Source: an optimization exercise on an open RTL-to-GDS flow (aim: small area and a short achievable clock period). Production flows keep margins and buffers that such runs may drop.
In this exercise RTL edits were held to simulation tests only and were not proved equivalent to the original.
Power is estimated from default activity; no workload was simulated.

### flow/run.sh
#!/bin/bash
# synth_recipe.tcl (not shown) runs the flow's synth.tcl, then flattens the netlist and writes it again
# the make line also repeats each setting of config.mk as NAME=value (left out here)
make -C /OpenROAD-flow-scripts/flow DESIGN_CONFIG=/design/flow/config.mk WORK_HOME=/design/flow/orfs CLKGATE_MAP_FILE= SYNTH_SCRIPT=/design/flow/synth_recipe.tcl finish
### flow/config.mk
export PLATFORM = sky130hd
export DESIGN_NAME = PPCPU
export DESIGN_NICKNAME = PPCPU
export VERILOG_FILES = /design/flow/design.v
export SDC_FILE = /design/flow/constraint.sdc
export NUM_CORES = 4
export LEC_CHECK = 0
export CAP_MARGIN = 30
export CORE_MARGIN = 2
export CORE_UTILIZATION = 30
export SLEW_MARGIN = 20
### flow/constraint.sdc
create_clock -name core_clock -period 8.5 [get_ports {Clock}]
set_input_delay 1.7000 -clock core_clock [delete_from_list [all_inputs] [get_ports {Clock}]]
set_output_delay 1.7000 -clock core_clock [all_outputs]
set_load 0.01 [all_outputs]
### flow/design.v
`timescale 1ns / 1ps
module add32(a, b, c
    );
	 input [31:0] a, b;
	 output [31:0] c;
	 assign c=a+b;
endmodule
`timescale 1ns / 1ps
module mux32_2_1(a0,a1,s,y
    );
	 input [31:0] a0,a1;
	 input s;
	 output [31:0] y;
	 reg [31:0] y;
	 always @ (*)
		begin
			case(s)
				1'b0: y=a0;
				1'b1: y=a1;
				default: y=32'hxxxxxxxx; 
			endcase
		end
endmodule
`timescale 1ns / 1ps
module mux32_4_1(a0,a1,a2,a3,s,y
    );
	 input [31:0] a0,a1,a2,a3;
	 input [1:0] s;
	 output [31:0] y;
	 reg [31:0] y;
	 always @ (*)
		begin
			case(s)
				2'b00: y=a0;
				2'b01: y=a1;
				2'b10: y=a2;
				2'b11: y=a3;
				default: y=2'bx; 
			endcase
		end
endmodule
`timescale 1ns / 1ps
module mux5_2_1(a0,a1,s,y
    );
	 input [4:0] a0,a1;
	 input s;
	 output [4:0] y;
	 reg [4:0] y;
	 always @ (*)
		begin
			case(s)
				1'b0: y=a0;
				1'b1: y=a1;
				default: y=1'bx; 
			endcase
		end
endmodule
`timescale 1ns / 1ps
module dff32(
    d,clk,clrn,q, LOADDEPEN
);
    input [31:0] d;
    input clk,clrn;
    input LOADDEPEN;
    output [31:0] q;
    reg [31:0] q;
    always @ (negedge clrn or posedge clk) begin
        if(clrn==0) begin q<=0; end
        else if (~LOADDEPEN) begin q<=d; end	 
    end
endmodule
`timescale 1ns / 1ps
module alu(alua,alub,ealuc,ealu,z
    );
	 input [31:0] alua,alub;
	 input [2:0] ealuc;
	 output [31:0] ealu;
	 output z;
    assign ealu = (ealuc == 3'b000) ? alua + alub :
	               (ealuc == 3'b001) ? alua & alub :
	               (ealuc == 3'b010) ? alua | alub :
	               (ealuc == 3'b011) ? alua ^ alub :
	               (ealuc == 3'b100) ? alub >> alua :
	               (ealuc == 3'b101) ? alub << alua :
	               (ealuc == 3'b110) ? alua - alub :					
	    				32'h00000000;
	 assign z = ~|ealu;
endmodule
`timescale 1ns / 1ps
module Regfile(rna,rnb,d,wn,we,clk,clrn,qa,qb
    );
	 input [4:0] rna,rnb,wn;
    input [31:0] d;
	 input we,clk,clrn;
	 output [31:0] qa,qb;
	 wire [31:0] register [0:31];
	 assign register[0]=32'h00000000;
	 genvar gi;
	 generate
	     for(gi=1;gi<32;gi=gi+1) begin:regs
	         reg [31:0] r;
	         always @(posedge clk or negedge clrn)
	             if(clrn==0) r<=(gi<=8)?gi:32'h00000000;
	             else if((wn==gi)&&we) r<=d;
	         assign register[gi]=r;
	     end
	 endgenerate
	 wire wbyp=we&&(wn!=0);
	 assign qa=(rna==0)?0:(wbyp&&(wn==rna))?d:register[rna];
	 assign qb=(rnb==0)?0:(wbyp&&(wn==rnb))?d:register[rnb];
endmodule
`timescale 1ns / 1ps
module Control_Unit(rsrtequ,func,
    op,wreg,m2reg,wmem,aluc,regrt,aluimm,
    sext,pcsource,shift, rs, rt, rd, rd_exe, rd_mem, ADEPEN, BDEPEN, 
    m2reg_exe, LOADDEPEN, STOREDEPEN, wreg_exe, wreg_mem, Clock, Resetn
);
    input rsrtequ;                                     
    input [5:0] func,op;                              
    input [4:0] rs, rt, rd, rd_exe, rd_mem;
    input m2reg_exe;
    input wreg_exe, wreg_mem;
    input Clock, Resetn;
    output wreg,m2reg,wmem,regrt,aluimm,sext,shift;
    output [2:0] aluc;                                 
    output [1:0] pcsource;                             
    output [1:0] ADEPEN, BDEPEN, STOREDEPEN;          
    output LOADDEPEN;                                 
    reg [2:0] aluc;
    reg [1:0] pcsource;
    reg [1:0] ADEPEN, BDEPEN, STOREDEPEN;                      
    reg LOADDEPEN;                                 
    reg CancelInst;
    wire i_add,i_and,i_or,i_xor,i_sll,i_srl,i_sra;    
    wire i_addi,i_andi,i_ori,i_xori;                  
    wire i_lw,i_sw;                                   
    wire i_beq,i_bne;                                  
    wire i_j;                                          
    and(i_add,~op[5],~op[4],~op[3],~op[2],~op[1],~op[0],~func[2],~func[1],func[0]);  
    and(i_and,~op[5],~op[4],~op[3],~op[2],~op[1],op[0],~func[2],~func[1],func[0]);   
    and(i_or,~op[5],~op[4],~op[3],~op[2],~op[1],op[0],~func[2],func[1],~func[0]);    
    and(i_xor,~op[5],~op[4],~op[3],~op[2],~op[1],op[0],func[2],~func[1],~func[0]);   
    and(i_sra,~op[5],~op[4],~op[3],~op[2],op[1],~op[0],~func[2],~func[1],func[0]);   
    and(i_srl,~op[5],~op[4],~op[3],~op[2],op[1],~op[0],~func[2],func[1],~func[0]);   
    and(i_sll,~op[5],~op[4],~op[3],~op[2],op[1],~op[0],~func[2],func[1],func[0]);    
    and(i_addi,~op[5],~op[4],~op[3],op[2],~op[1],op[0]);                             
    and(i_andi,~op[5],~op[4],op[3],~op[2],~op[1],op[0]);                             
    and(i_ori,~op[5],~op[4],op[3],~op[2],op[1],~op[0]);                              
    and(i_xori,~op[5],~op[4],op[3],op[2],~op[1],~op[0]);                             
    and(i_lw,~op[5],~op[4],op[3],op[2],~op[1],op[0]);                                
    and(i_sw,~op[5],~op[4],op[3],op[2],op[1],~op[0]);                                
    and(i_beq,~op[5],~op[4],op[3],op[2],op[1],op[0]);                                
    and(i_bne,~op[5],op[4],~op[3],~op[2],~op[1],~op[0]);                             
    and(i_j,~op[5],op[4],~op[3],~op[2],op[1],~op[0]);                                
    wire i_rs=i_add|i_and|i_or|i_xor|i_addi|i_andi|i_ori|i_xori|i_lw|i_beq|i_bne;    
    wire i_rt=i_add|i_and|i_or|i_xor|i_sra|i_srl|i_sll|i_sw|i_beq|i_bne;             
    wire wreg_mid;
    assign wreg_mid=i_add|i_and|i_or|i_xor|i_sll|i_srl|i_sra|i_addi|i_andi|i_ori|i_xori|i_lw;		
    and(wreg, wreg_mid, ~LOADDEPEN, ~CancelInst);
    assign regrt=i_addi|i_andi|i_ori|i_xori|i_lw;     
    assign m2reg=i_lw;   
    assign shift=i_sll|i_srl|i_sra; 
    assign aluimm=i_addi|i_andi|i_ori|i_xori|i_lw|i_sw; 
    assign sext=i_addi|i_lw|i_sw|i_beq|i_bne; 
    wire wmem_mid;
    assign wmem_mid=i_sw; 
    and(wmem, wmem_mid, ~LOADDEPEN, ~CancelInst);
    always @(*) begin
        ADEPEN = 0;  
        BDEPEN = 0;  
        STOREDEPEN = 0;  
        if (shift) begin ADEPEN = 1; end
        else if (wreg_exe && (rs == rd_exe)) begin ADEPEN = 2; end   
        else if (wreg_mem && (rs == rd_mem)) begin ADEPEN = 3; end  
        if (aluimm) begin BDEPEN = 1; end
        else if (wreg_exe && (rt == rd_exe)) begin BDEPEN = 2; end
        else if (wreg_mem && (rt == rd_mem)) begin BDEPEN = 3; end
        if (i_sw && wreg_exe && (rt == rd_exe)) begin STOREDEPEN = 2; end
        else if(i_sw && wreg_mem  && (rt == rd_mem)) begin STOREDEPEN = 3; end
    end
    reg [2:0] BState;
    reg isJ;
    reg [5:0] op_exe, op_mem;
    always @(posedge Clock or negedge Resetn) begin
        if (Resetn == 0) begin
            op_exe <= 0;
            op_mem <= 0;
        end else begin
            op_mem <= op_exe;
            op_exe <= op;
        end
    end
    reg ld_n, isJ_n, ci_n;
    reg [2:0] bs_n;
    always @(*) begin
        ld_n = 0;
        if ((rs == rd_exe) && m2reg_exe && i_rs) ld_n = 1;
        if ((rt == rd_exe) && m2reg_exe && i_rt) ld_n = 1;
        if ((rd == rd_exe) && m2reg_exe && i_sw) ld_n = 1;
        if (op_mem == 6'b001111 && rsrtequ) isJ_n = 1;
        else if(op_mem == 6'b010000 && ~rsrtequ) isJ_n = 1;
        else isJ_n = 0;
        ci_n = 0;
        bs_n = BState;
        case (BState)
            3: begin
                if(op == 6'b010010) bs_n = 2;
                else if(op == 6'b001111 || op == 6'b010000) begin
                    if (ld_n) begin bs_n = 5; end
                    else begin bs_n = 0; end
                end
            end
            2: bs_n = 3;
            5: bs_n = 0;
            0: bs_n = 1;
            1: begin
                if (isJ_n) bs_n = 4;
                else bs_n = 3;
            end
            4: bs_n = 3;
        endcase
        case (bs_n)
            5: ld_n = 1;
            0: ld_n = 1;
            1: ld_n = 1;
            4: ci_n = 1;
            2: ci_n = 1;
        endcase
    end
    always @(posedge Clock or negedge Resetn) begin
        if (Resetn == 0) begin
            BState <= 3;
            isJ <= 0;
            CancelInst <= 0;
            LOADDEPEN <= 0;
        end else begin
            BState <= bs_n;
            isJ <= isJ_n;
            CancelInst <= ci_n;
            LOADDEPEN <= ld_n;
        end
    end
    always @(*) begin
        aluc = 3'b000; pcsource = 2'b00;
        if(!CancelInst) begin
            case (op)
                6'b000000: begin aluc=3'b000; pcsource=2'b00; end                                     
                6'b000001:
                    case (func[2:0])
                        3'b001: begin aluc=3'b001; pcsource=2'b00; end                                
                        3'b010: begin aluc=3'b010; pcsource=2'b00; end                                
                        3'b100: begin aluc=3'b011; pcsource=2'b00; end                                
                    endcase
                6'b000010:
                    case (func[2:0])
                        3'b010: begin aluc=3'b100; pcsource=2'b00; end                                
                        3'b011: begin aluc=3'b101; pcsource=2'b00; end                                
                    endcase
                6'b000101: begin aluc=3'b000; pcsource=2'b00; end                                     
                6'b001001: begin aluc=3'b001; pcsource=2'b00; end                                     
                6'b001010: begin aluc=3'b010; pcsource=2'b00; end                                     
                6'b001100: begin aluc=3'b011; pcsource=2'b00; end                                     
                6'b001101: begin aluc=3'b000; pcsource=2'b00; end                                     
                6'b001110: begin aluc=3'b000; pcsource=2'b00; end                                     
                6'b001111: begin aluc=3'b110; if(rsrtequ) pcsource=2'b01; else pcsource=2'b00; end   
                6'b010000: begin aluc=3'b110; if(!rsrtequ) pcsource=2'b01; else pcsource=2'b00; end  
                6'b010010: pcsource=2'b10;                                                             
            endcase
        end
    end
endmodule
`timescale 1ns / 1ps
module IF_STAGE(
    clk,clrn,pcsource,bpc,jpc,pc4,inst, PC, LOADDEPEN, imem_data
);
	 input clk, clrn;
	 input [31:0] bpc,jpc;
	 input [1:0] pcsource;
     input LOADDEPEN;
     input [31:0] imem_data;
	 output [31:0] pc4,inst;
	 output [31:0] PC;
	 wire [31:0] pc;
	 wire [31:0] npc;
 	 dff32 program_counter(npc,clk,clrn,pc, LOADDEPEN);   
	 add32 pc_plus4(pc,32'h4,pc4);
	 mux32_4_1 next_pc(pc4,bpc,jpc,32'b0,pcsource,npc);
	 assign inst=imem_data;                                      
	 assign PC=pc;
endmodule
`timescale 1ns / 1ps
module ID_STAGE(pc4,inst,
    wdi,clk,clrn,bpc,jpc,pcsource,
    m2reg,wmem,aluc,aluimm,a,b,imm,
    shift,rsrtequ, wn_id, wn_wb, wreg_id, wreg_wb,
    wn_exe, wn_mem, ADEPEN, BDEPEN,
    m2reg_exe, LOADDEPEN, STOREDEPEN, wreg_exe, wreg_mem
);
	 input [31:0] pc4,inst,wdi;                                  
	 input clk,clrn;                                             
	 input rsrtequ;                                              
	 input [4:0] wn_wb;                                          
     input [4:0] wn_exe, wn_mem;                                 
	 input wreg_wb;                                              
     input m2reg_exe;
     input wreg_exe, wreg_mem;
	 output [31:0] bpc,jpc,a,b,imm;                              
	 output [2:0] aluc;                                          
	 output [1:0] pcsource;                                     
	 output m2reg,wmem,aluimm,shift;
	 output [4:0] wn_id;                                         
	 output wreg_id;                                             
     output [1:0] ADEPEN, BDEPEN, STOREDEPEN;
     output LOADDEPEN;
	 wire wreg;
	 wire [4:0] rn;                                             
	 wire [5:0] op,func;
	 wire [4:0] rs,rt,rd;
	 wire [31:0] qa,qb,br_offset;
	 wire [15:0] ext16;
	 wire regrt,sext,e;
	 assign func=inst[25:20];
	 assign op=inst[31:26];
	 assign rs=inst[9:5];
	 assign rt=inst[4:0];
	 assign rd=inst[14:10];
     Control_Unit cu(
         rsrtequ,func,                              
         op,wreg_id,m2reg,wmem,aluc,regrt,aluimm,
         sext,pcsource,shift, rs, rt, rd, wn_exe, wn_mem, ADEPEN, BDEPEN,
         m2reg_exe, LOADDEPEN, STOREDEPEN, wreg_exe, wreg_mem, clk, clrn
     );
     Regfile rf (rs,rt,wdi,wn_wb,wreg_wb,clk,clrn,qa,qb);       
	 mux5_2_1 des_reg_num (rd,rt,regrt,wn_id);                   
	 assign a=qa;
	 assign b=qb;
	 assign e=sext&inst[25];                                     
	 assign ext16={16{e}};                                      
	 assign imm={ext16,inst[25:10]};                            
	 assign br_offset={imm[29:0],2'b00};                        
	 add32 br_addr (pc4,br_offset,bpc);                          
	 assign jpc={pc4[31:28],inst[25:0],2'b00};                   
endmodule
`timescale 1ns / 1ps
module EXE_STAGE(
    ealuc,ealuimm,ea,eb,eimm,eshift,ealu,z, ADEPEN, BDEPEN, STOREDEPEN, result_mem, result_wb, stob
);
	 input [31:0] ea,eb,eimm;		
     input [31:0] result_mem, result_wb;
	 input [2:0] ealuc;		
	 input ealuimm,eshift;		
     input [1:0] ADEPEN, BDEPEN, STOREDEPEN;
     output [31:0] stob;
	 output [31:0] ealu;		
	 output z;
	 wire [31:0] alua, alub, sa;
	 assign sa={26'b0,eimm[9:5]};
	 mux32_4_1 alu_ina (ea,sa, result_mem, result_wb, ADEPEN,alua);
	 mux32_4_1 alu_inb (eb,eimm, result_mem, result_wb, BDEPEN,alub);
	 mux32_4_1 alu_stob (eb,eimm, result_mem, result_wb, STOREDEPEN,stob);
 	 alu al_unit (alua,alub,ealuc,ealu,z);
endmodule
`timescale 1ns / 1ps
module MEM_STAGE(
    we,addr,datain,clk,clrn,dataout
);
	 input [31:0] datain;
	 input [31:0] addr;
	 input clk,clrn,we;
	 output [31:0] dataout;
	 wire [31:0] ram [0:31];
	 assign dataout=ram[addr[4:0]];
	 genvar gi;
	 generate
	     for(gi=0;gi<32;gi=gi+1) begin:words
	         reg [31:0] m;
	         always @(posedge clk or negedge clrn)
	             if(clrn==0) m<=(gi>=1&&gi<=8)?gi:32'h00000000;
	             else if(we&&(addr[4:0]==gi)) m<=datain;
	         assign ram[gi]=m;
	     end
	 endgenerate
 endmodule
`timescale 1ns / 1ps
module WB_STAGE(r_alu,m_o,m2reg,wdi
    );
	 input [31:0] r_alu;
	 input [31:0] m_o;
	 input m2reg;
	 output [31:0] wdi;
	 mux32_2_1 wb_stage (r_alu, m_o, m2reg, wdi);
endmodule
`timescale 1ns / 1ps
module Link12(  
	inst_if, inst_id, pc4_id, pc4_if, clock, resetn, LOADDEPEN
);
	input [31:0] inst_if, pc4_if;
	input clock, resetn, LOADDEPEN;
	output [31:0] inst_id, pc4_id;
	reg [31:0] inst_id, pc4_id;
	always @ (posedge clock or negedge resetn) begin
		if (resetn == 0) begin
				inst_id <= 0;
				pc4_id <= 0;
		end
		else if(~LOADDEPEN) begin
				inst_id <= inst_if;
				pc4_id <= pc4_if;
		end
	end
endmodule
`timescale 1ns / 1ps
module Link23(
	aluc_id, aluimm_id, ra_id, rb_id, imm_id, shift_id, m2reg_id, wmem_id, wn_id, wreg_id, ADEPEN_id, BDEPEN_id, STOREDEPEN_id,
	aluc_exe, aluimm_exe, ra_exe, rb_exe, imm_exe, shift_exe, m2reg_exe, wmem_exe, wn_exe, wreg_exe, ADEPEN_exe, BDEPEN_exe, STOREDEPEN_exe,
	Clock, Resetn
);
	input Clock, Resetn;
	input [2:0] aluc_id;
	input aluimm_id, shift_id, m2reg_id, wmem_id, wreg_id;
	input [4:0] wn_id;
	input [31:0] ra_id, rb_id, imm_id;
    input [1:0] ADEPEN_id, BDEPEN_id, STOREDEPEN_id;
	output [2:0] aluc_exe;
	output aluimm_exe, shift_exe, m2reg_exe, wmem_exe, wreg_exe;
	output [4:0] wn_exe;
	output [31:0] ra_exe, rb_exe, imm_exe;
    output [1:0] ADEPEN_exe, BDEPEN_exe, STOREDEPEN_exe;
	reg [2:0] aluc_exe;
	reg aluimm_exe, shift_exe, m2reg_exe, wmem_exe, wreg_exe;
	reg [4:0] wn_exe;
	reg [31:0] ra_exe, rb_exe, imm_exe;
    reg [1:0] ADEPEN_exe, BDEPEN_exe, STOREDEPEN_exe;
	always @ (posedge Clock or negedge Resetn) begin
		if (Resetn == 0) begin
			aluc_exe <= 0;
			aluimm_exe <= 0;
			ra_exe <= 0;
			rb_exe <= 0;
			imm_exe <= 0;
			shift_exe <= 0;
			m2reg_exe <= 0;
			wmem_exe <= 0;
			wn_exe <= 0;
			wreg_exe <= 0;
            ADEPEN_exe <= 0;
            BDEPEN_exe <= 0;
            STOREDEPEN_exe <= 0;
		end
		else begin
			aluc_exe <= aluc_id;
			aluimm_exe <= aluimm_id;
			ra_exe <= ra_id;
			rb_exe <= rb_id;
			imm_exe <= imm_id;
			shift_exe <= shift_id;
			m2reg_exe <= m2reg_id;
			wmem_exe <= wmem_id;
			wn_exe <= wn_id;
			wreg_exe <= wreg_id;
            ADEPEN_exe <= ADEPEN_id;
            BDEPEN_exe <= BDEPEN_id;
            STOREDEPEN_exe <= STOREDEPEN_id;
		end
	end
endmodule
`timescale 1ns / 1ps
module Link34(
		Alu_Result_exe, z_exe, m2reg_exe, wmem_exe, rb_exe, wn_exe, wreg_exe,
		Alu_Result_mem, z_mem, m2reg_mem, wmem_mem, rb_mem, wn_mem, wreg_mem,
		Clock, Resetn
);
	input [31:0] Alu_Result_exe, rb_exe;
	input Clock, Resetn, z_exe, m2reg_exe, wmem_exe, wreg_exe;
	input [4:0] wn_exe;
	output [31:0] Alu_Result_mem, rb_mem;
	output z_mem, m2reg_mem, wmem_mem, wreg_mem;
	output [4:0] wn_mem;
	reg [31:0] Alu_Result_mem, rb_mem;
	reg z_mem, m2reg_mem, wmem_mem, wreg_mem;
	reg [4:0] wn_mem;
	always @ (posedge Clock or negedge Resetn) begin
		if (Resetn == 0) begin
			Alu_Result_mem <= 0;
			z_mem <= 0;
			m2reg_mem <= 0;
			wmem_mem <= 0;
			rb_mem <= 0;
			wn_mem <= 0;
			wreg_mem <= 0;
		end
		else begin
			Alu_Result_mem <= Alu_Result_exe;
			z_mem <= z_exe;
			m2reg_mem <= m2reg_exe;
			wmem_mem <= wmem_exe;
			rb_mem <= rb_exe;
			wn_mem <= wn_exe;
			wreg_mem <= wreg_exe;
		end
	end
endmodule
`timescale 1ns / 1ps
module Link45(
	Alu_Result_mem, mo_mem, m2reg_mem, wn_mem, wreg_mem,
	Alu_Result_wb, mo_wb, m2reg_wb, wn_wb, wreg_wb,
	Clock, Resetn
);
	input [31:0] Alu_Result_mem, mo_mem;
	input m2reg_mem, Clock, Resetn, wreg_mem;
	input [4:0] wn_mem;
	output [31:0] Alu_Result_wb, mo_wb;
	output m2reg_wb, wreg_wb;
	output [4:0] wn_wb;
	reg [31:0] Alu_Result_wb, mo_wb;
	reg m2reg_wb, wreg_wb;
	reg [4:0] wn_wb;
	always @ (posedge Clock or negedge Resetn) begin
		if (Resetn == 0) begin
			Alu_Result_wb <= 0;
			mo_wb <= 0;
			m2reg_wb <= 0;
			wn_wb <= 0;
			wreg_wb <= 0;
		end
		else begin
			Alu_Result_wb <= Alu_Result_mem;
			mo_wb <= mo_mem;
			m2reg_wb <= m2reg_mem;
			wn_wb <= wn_mem;
			wreg_wb <= wreg_mem;
		end
	end
endmodule
`timescale 1ns / 1ps
module PPCPU(
	Clock, Resetn, imem_data, PC,
	inst_if, inst_id, 
	Alu_Result_exe, Alu_Result_mem, Alu_Result_wb
);
	 input Clock, Resetn;
	 input [31:0] imem_data;
	 output [31:0] PC, inst_if, inst_id, Alu_Result_exe, Alu_Result_mem, Alu_Result_wb;
	 wire [1:0] pcsource;
	 wire [31:0] bpc, jpc, pc4; 
	 wire [31:0] wdi, ra, rb, imm;
	 wire m2reg, wmem, aluimm, shift, z;
	 wire [2:0] aluc;
	 wire [31:0] mo;
	 wire [31:0] inst_if, inst_id, pc4_id, pc4_if;
	 wire [2:0] aluc_id;
	 wire aluimm_id, shift_id, m2reg_id, wmem_id, wreg_id;	
	 wire [4:0] wn_id;
	 wire [31:0] ra_id, rb_id, imm_id;
	 wire [2:0] aluc_exe;
	 wire aluimm_exe, shift_exe, m2reg_exe, wmem_exe, wreg_exe;
	 wire [4:0] wn_exe;
	 wire [31:0] ra_exe, rb_exe, imm_exe;
	 wire [31:0] Alu_Result_exe;
	 wire z_exe;
	 wire [31:0] Alu_Result_mem, rb_mem;
	 wire z_mem, m2reg_mem, wmem_mem, wreg_mem;
	 wire [4:0] wn_mem;
	 wire [31:0] mo_mem;
	 wire [31:0] Alu_Result_wb, mo_wb;
	 wire m2reg_wb, wreg_wb;
	 wire [4:0] wn_wb;
     wire [1:0] ADEPEN_id, BDEPEN_id, STOREDEPEN_id;
     wire [1:0] ADEPEN_exe, BDEPEN_exe, STOREDEPEN_exe;
     wire LOADDEPEN;
     wire [31:0] stob_exe;
	 IF_STAGE stage1 (Clock, Resetn, pcsource, bpc, jpc, pc4_if, inst_if, PC, LOADDEPEN, imem_data);
	 Link12 link12(inst_if, inst_id, pc4_id, pc4_if, Clock, Resetn, LOADDEPEN);
     ID_STAGE stage2 (
         pc4_id, inst_id, wdi, Clock, Resetn, bpc, jpc, pcsource,
         m2reg_id, wmem_id, aluc_id, aluimm_id, ra_id, rb_id, imm_id, shift_id, z_mem,
         wn_id, wn_wb, wreg_id, wreg_wb, wn_exe, wn_mem, ADEPEN_id, BDEPEN_id,
         m2reg_exe, LOADDEPEN, STOREDEPEN_id, wreg_exe, wreg_mem
     );
	 Link23 link23(
		aluc_id, aluimm_id, ra_id, rb_id, imm_id, shift_id, m2reg_id, wmem_id, wn_id, wreg_id, ADEPEN_id, BDEPEN_id, STOREDEPEN_id,
		aluc_exe, aluimm_exe, ra_exe, rb_exe, imm_exe, shift_exe, m2reg_exe, wmem_exe, wn_exe, wreg_exe, ADEPEN_exe, BDEPEN_exe, STOREDEPEN_exe,
		Clock, Resetn
	 );
	 EXE_STAGE stage3 (
         aluc_exe, aluimm_exe, ra_exe, rb_exe, imm_exe, shift_exe, Alu_Result_exe, z_exe, 
         ADEPEN_exe, BDEPEN_exe, STOREDEPEN_exe, Alu_Result_mem, Alu_Result_wb, stob_exe
     );
	 Link34 link34(
		Alu_Result_exe, z_exe, m2reg_exe, wmem_exe, stob_exe, wn_exe, wreg_exe,
		Alu_Result_mem, z_mem, m2reg_mem, wmem_mem, rb_mem, wn_mem, wreg_mem,
		Clock, Resetn
	 );
	 MEM_STAGE stage4 (wmem_mem, Alu_Result_mem, rb_mem, Clock, Resetn, mo_mem);
	 Link45 link45(
		Alu_Result_mem, mo_mem, m2reg_mem, wn_mem, wreg_mem,
		Alu_Result_wb, mo_wb, m2reg_wb, wn_wb, wreg_wb,
		Clock, Resetn
	 );
	 WB_STAGE stage5 (Alu_Result_wb, mo_wb, m2reg_wb, wdi);
endmodule
==> key figures <==
Run status
  • Status: timing/DRC/antenna clean

Power and ir drop
  • Pwr Density: 272.2 nW/um^2
  • Total Power: 36.48 mW
  • Leak: 58.80 nW
  • Max IR drop VDD: 226.9 uV

Floorplanning
  • Die Span Y: 625.2 microns
  • Std-Cell Rows: 228
  • Area of the die: 390,900 sq um
  • I/O pin count: 226
  • Core Region: 384,800 sq um
  • Die W: 625.2 microns
  • Starting Density: 30.08%

Clocking
  • Post-cts hold buffer count: 0
  • Clk Latency, worst-skew pair: 1.00 ns
  • CTS buffer count: 237
  • CTS tree: yes
  • Htree depth: 4
  • Reg clk slew, reported paths: 0.07 ns
  • Clk root buf: clkbuf_16
  • CTS max path bufs: 4
  • Clock sink count: 2,371

Yosys
  • Most frequent cell after synthesis: dfrtp_1
  • Area contributors post-synth: dfrtp_1 (51%), mux2_2 (11%), a21oi_1 (3.8%)
  • Post-synth top flop: dfrtp_1
  • Post-synth cell types: 87
  • Async SR Flop Fraction: 100.0%
  • Register area share after synthesis: 51.28%
  • Most frequent cells after synthesis: dfrtp_1 (2,343), mux2_2 (1,112), nor2_1 (967)
  • Post-synth top area share: 50.65%
  • Synth Cell Area: 115,800 sq um
  • EDFF count, synth: 0
  • Largest area contributor in the netlist: dfrtp_1
  • Average cell area after synthesis: 10.71 sq um
  • Post-synth net total: 10,970
  • Cells after Synth: 10,800
  • Seq cells post-synth: 2,371
  • Synth warn: 11

Setup path
  • Worst Path Required: 6.80 ns
  • CP Max Fanout: 19
  • Worst Setup SP: link23.ADEPEN_exe[0]
  • R2R Path Start: link34.Alu_Result_mem[2]
  • Worst setup SP type: flop
  • Critical path type: reg -> out
  • CP endpoint kind: output pin
  • Worst EP arrival: 6.60 ns

Global routing
  • First-pass GRT wire length: 763,500 microns
  • GRT Overall Usage: 27.30%
  • Pin count of the biggest net entering global routing: 178
  • Number of global-route vias before repair: 94,530
  • GR Overflow Total: 0
  • Initial antenna violation count: 39

Cells and area
  • Finished Layout Cells: 15,930
  • Fraction of layout cells with a size suffix above 1: 21.21%
  • Synthesis-to-finish area growth: 15.77%
  • Final net count: 10,810
  • Largest regs: stage4.words.m: 1024 flops, stage2.rf.regs.r: 992 flops
  • Largest Register: stage4.words.m
  • Largest register FFs: 1,024

STA
  • Final Critical Period: 8.296 ns
  • Final period util: 97.60%
  • Worst slew margin: 21.54%
  • Fin Hold WS: 0.3495 ns
  • Final setup vio count: 0
  • Worst-Margin Slew: 1.174 ns
  • Final critical-path setup slack: 0.2043 ns
  • Clock skew: 0.1140 ns
  • Fmax achieved: 120.5 MHz
  • Fin. Hold Viols: 0
  • RSZ-0062 raised after global routing: false
  • Setup TNS: 0 ns
  • Max-slew violations: 0

Placed design
  • Detailed Place HPWL: 340,000 microns
  • Final Wtd Congestion: 0.9902
  • Pre-CTS WS: 1.063 ns
  • Port Buffers: 225
  • Dpl cells: 15,430

Run
  • Max_cap viols: 0

Route
  • Vias: 100,700
  • WL final: 552,400 microns
  • Via/cell ratio: 6.321
  • Post-DR wirelength/cell: 34.67 microns
  • Antenna Nets Post-Route: 0
  • # DRC: 0
  • Drt initial violations: 17,270
  • Drt pass-1 iters: 13

Min path
  • Min-delay src: stage2.cu.op_exe[5]
  • Hold crit path type: reg -> reg
[path summary, 6_finish.rpt]
kind,to,slack [ns],cells past startpoint
worst max-delay path,Alu_Result_exe[28],0.20,16
worst min-delay path,stage2.cu.op_mem[5],0.35,0
worst max register to register,link34.z_mem,2.13,17
worst min register to register,stage2.cu.op_mem[5],0.35,0
max in group asynchronous,stage2.rf.regs[19].r[24],5.72,3
min in group asynchronous,stage4.words[1].m[3],0.68,1
[placed cells by master (no fill, tap or decap), types with 34 or more instances in the layout]
cell                n
clkbuf_1           49
a221oi_1          472
nor3_1            100
nor2_4            111
o21ai_0           592
mux4_2             68
clkbuf_16         241
inv_1             119
ha_1              125
a22o_1            404
mux2i_1           124
dfrtp_1          2330
buf_4             361
and3_1             42
xor2_1             43
nand2_1           597
a222oi_1           67
mux2_2           1112
a211oi_1           42
clkinv_2           43
clkbuf_8           50
nand4_1           215
o32a_1             37
nand3_1           139
a31oi_1            34
xnor2_1            74
o22ai_1            37
nor2_1            853
a22oi_1           567
a21oi_1           871
clkdlybuf4s50_1   224
[layer usage]
metal / GRT usage (%) / part of all wire [%] / vias to the layer above
met5: 0.1729 / 0.037 / -
li1: - / - / 40040
met3: 9.443 / 13 / 2334
met1: 35.18 / 38 / 50690
met2: 39.21 / 41 / 7634
met4: 16.46 / 7.7 / 22
[cell type report]
class / instances / area (sq um)
Timing Repair Buffer: 670 / 6531
Clock buffer: 340 / 6903
Clock inverter: 94 / 1217
Fill cell: 38220 / 250800
Multi-Input combinational cell: 7246 / 53100
Inverter: 122 / 457.9
Sequential cell: 2371 / 59400
Antenna cell: 31 / 77.57
Tap cell: 5060 / 6331
[cells by family (layout without fill, tap and decap cells)]
kind of cell	Yosys count	count (layout)	share of synthesized area (%)
XOR/XNOR	117	117	0.8852
multiplexers	1342	1342	13.57
other	0	31	0
AO/OA/AOI/OAI	3345	3345	19.79
AND/OR/NAND/NOR	2314	2314	8.928
buffers and inverters	1187	1226	4.138
flip-flops	2371	2371	51.28
adder cells (fa/ha/maj)	128	128	1.403
[worst max-delay path, stage by stage (launching register included)]
cell and delay, ns:
dfrtp_4 0.65, buf_4 0.34, mux2i_1 0.11, o2bb2ai_1 0.55, ha_1 0.39, or3_1 0.44, or4_1 0.52, a21oi_1 0.31
nand4bb_1 0.36, a2111oi_0 0.17, buf_4 0.17, o21ai_0 0.24, buf_4 0.20, a211o_1 0.15, nand3_1 0.08, o211ai_1 0.33
clkdlybuf4s50_1 0.66
[power breakdown]
group	leakage [nW]	internal [mW]	switching, mW
clock	3.99	6.40	4.85
sequential	32.3	12.7	1.87
combinational	22.5	3.51	7.14
[stage by stage]
stage / area, sq um / utilization, %
floorplan: 115800 / -
global placement: 124400 / 32.33
detailed placement: 125300 / 32.55
CTS: 133400 / 34.66
global route: 133900 / 34.80
finish: 134000 / 34.82
[what timing repair did]
action,CTS,global route
setup buffers,0,9
endpoints found under the setup margin,0,8
gates resized for setup,0,11

==> separate check: timing with driven ports <==
The results above use ideal ports. As a check the final layout listed here was re-extracted and re-timed, cells and wires unchanged. Step 1 sets driving cells, clkbuf_16 on the clock port and buf_2 on the other inputs (assumed; they add their load-dependent delay and slew). Step 2 times the ports against the registers' clock, not the clock port: input delays grow and output delays shrink by t, the midpoint of the rising clock arrivals with the driver on. a / b / c = no drivers / after step 1 / after step 2; a / b = the first two.
shift t [ns]: 1.035
slack for setup (ns): 0.204 / 0.107 / 1.143
worst setup path after step 2: register to output
clock arrival spread, ns: 0.115 / 0.115
After both steps this run still meets setup and hold. For this run, drivers alone change the setup slack by -0.097 ns; drivers and shift together by +0.939 ns.
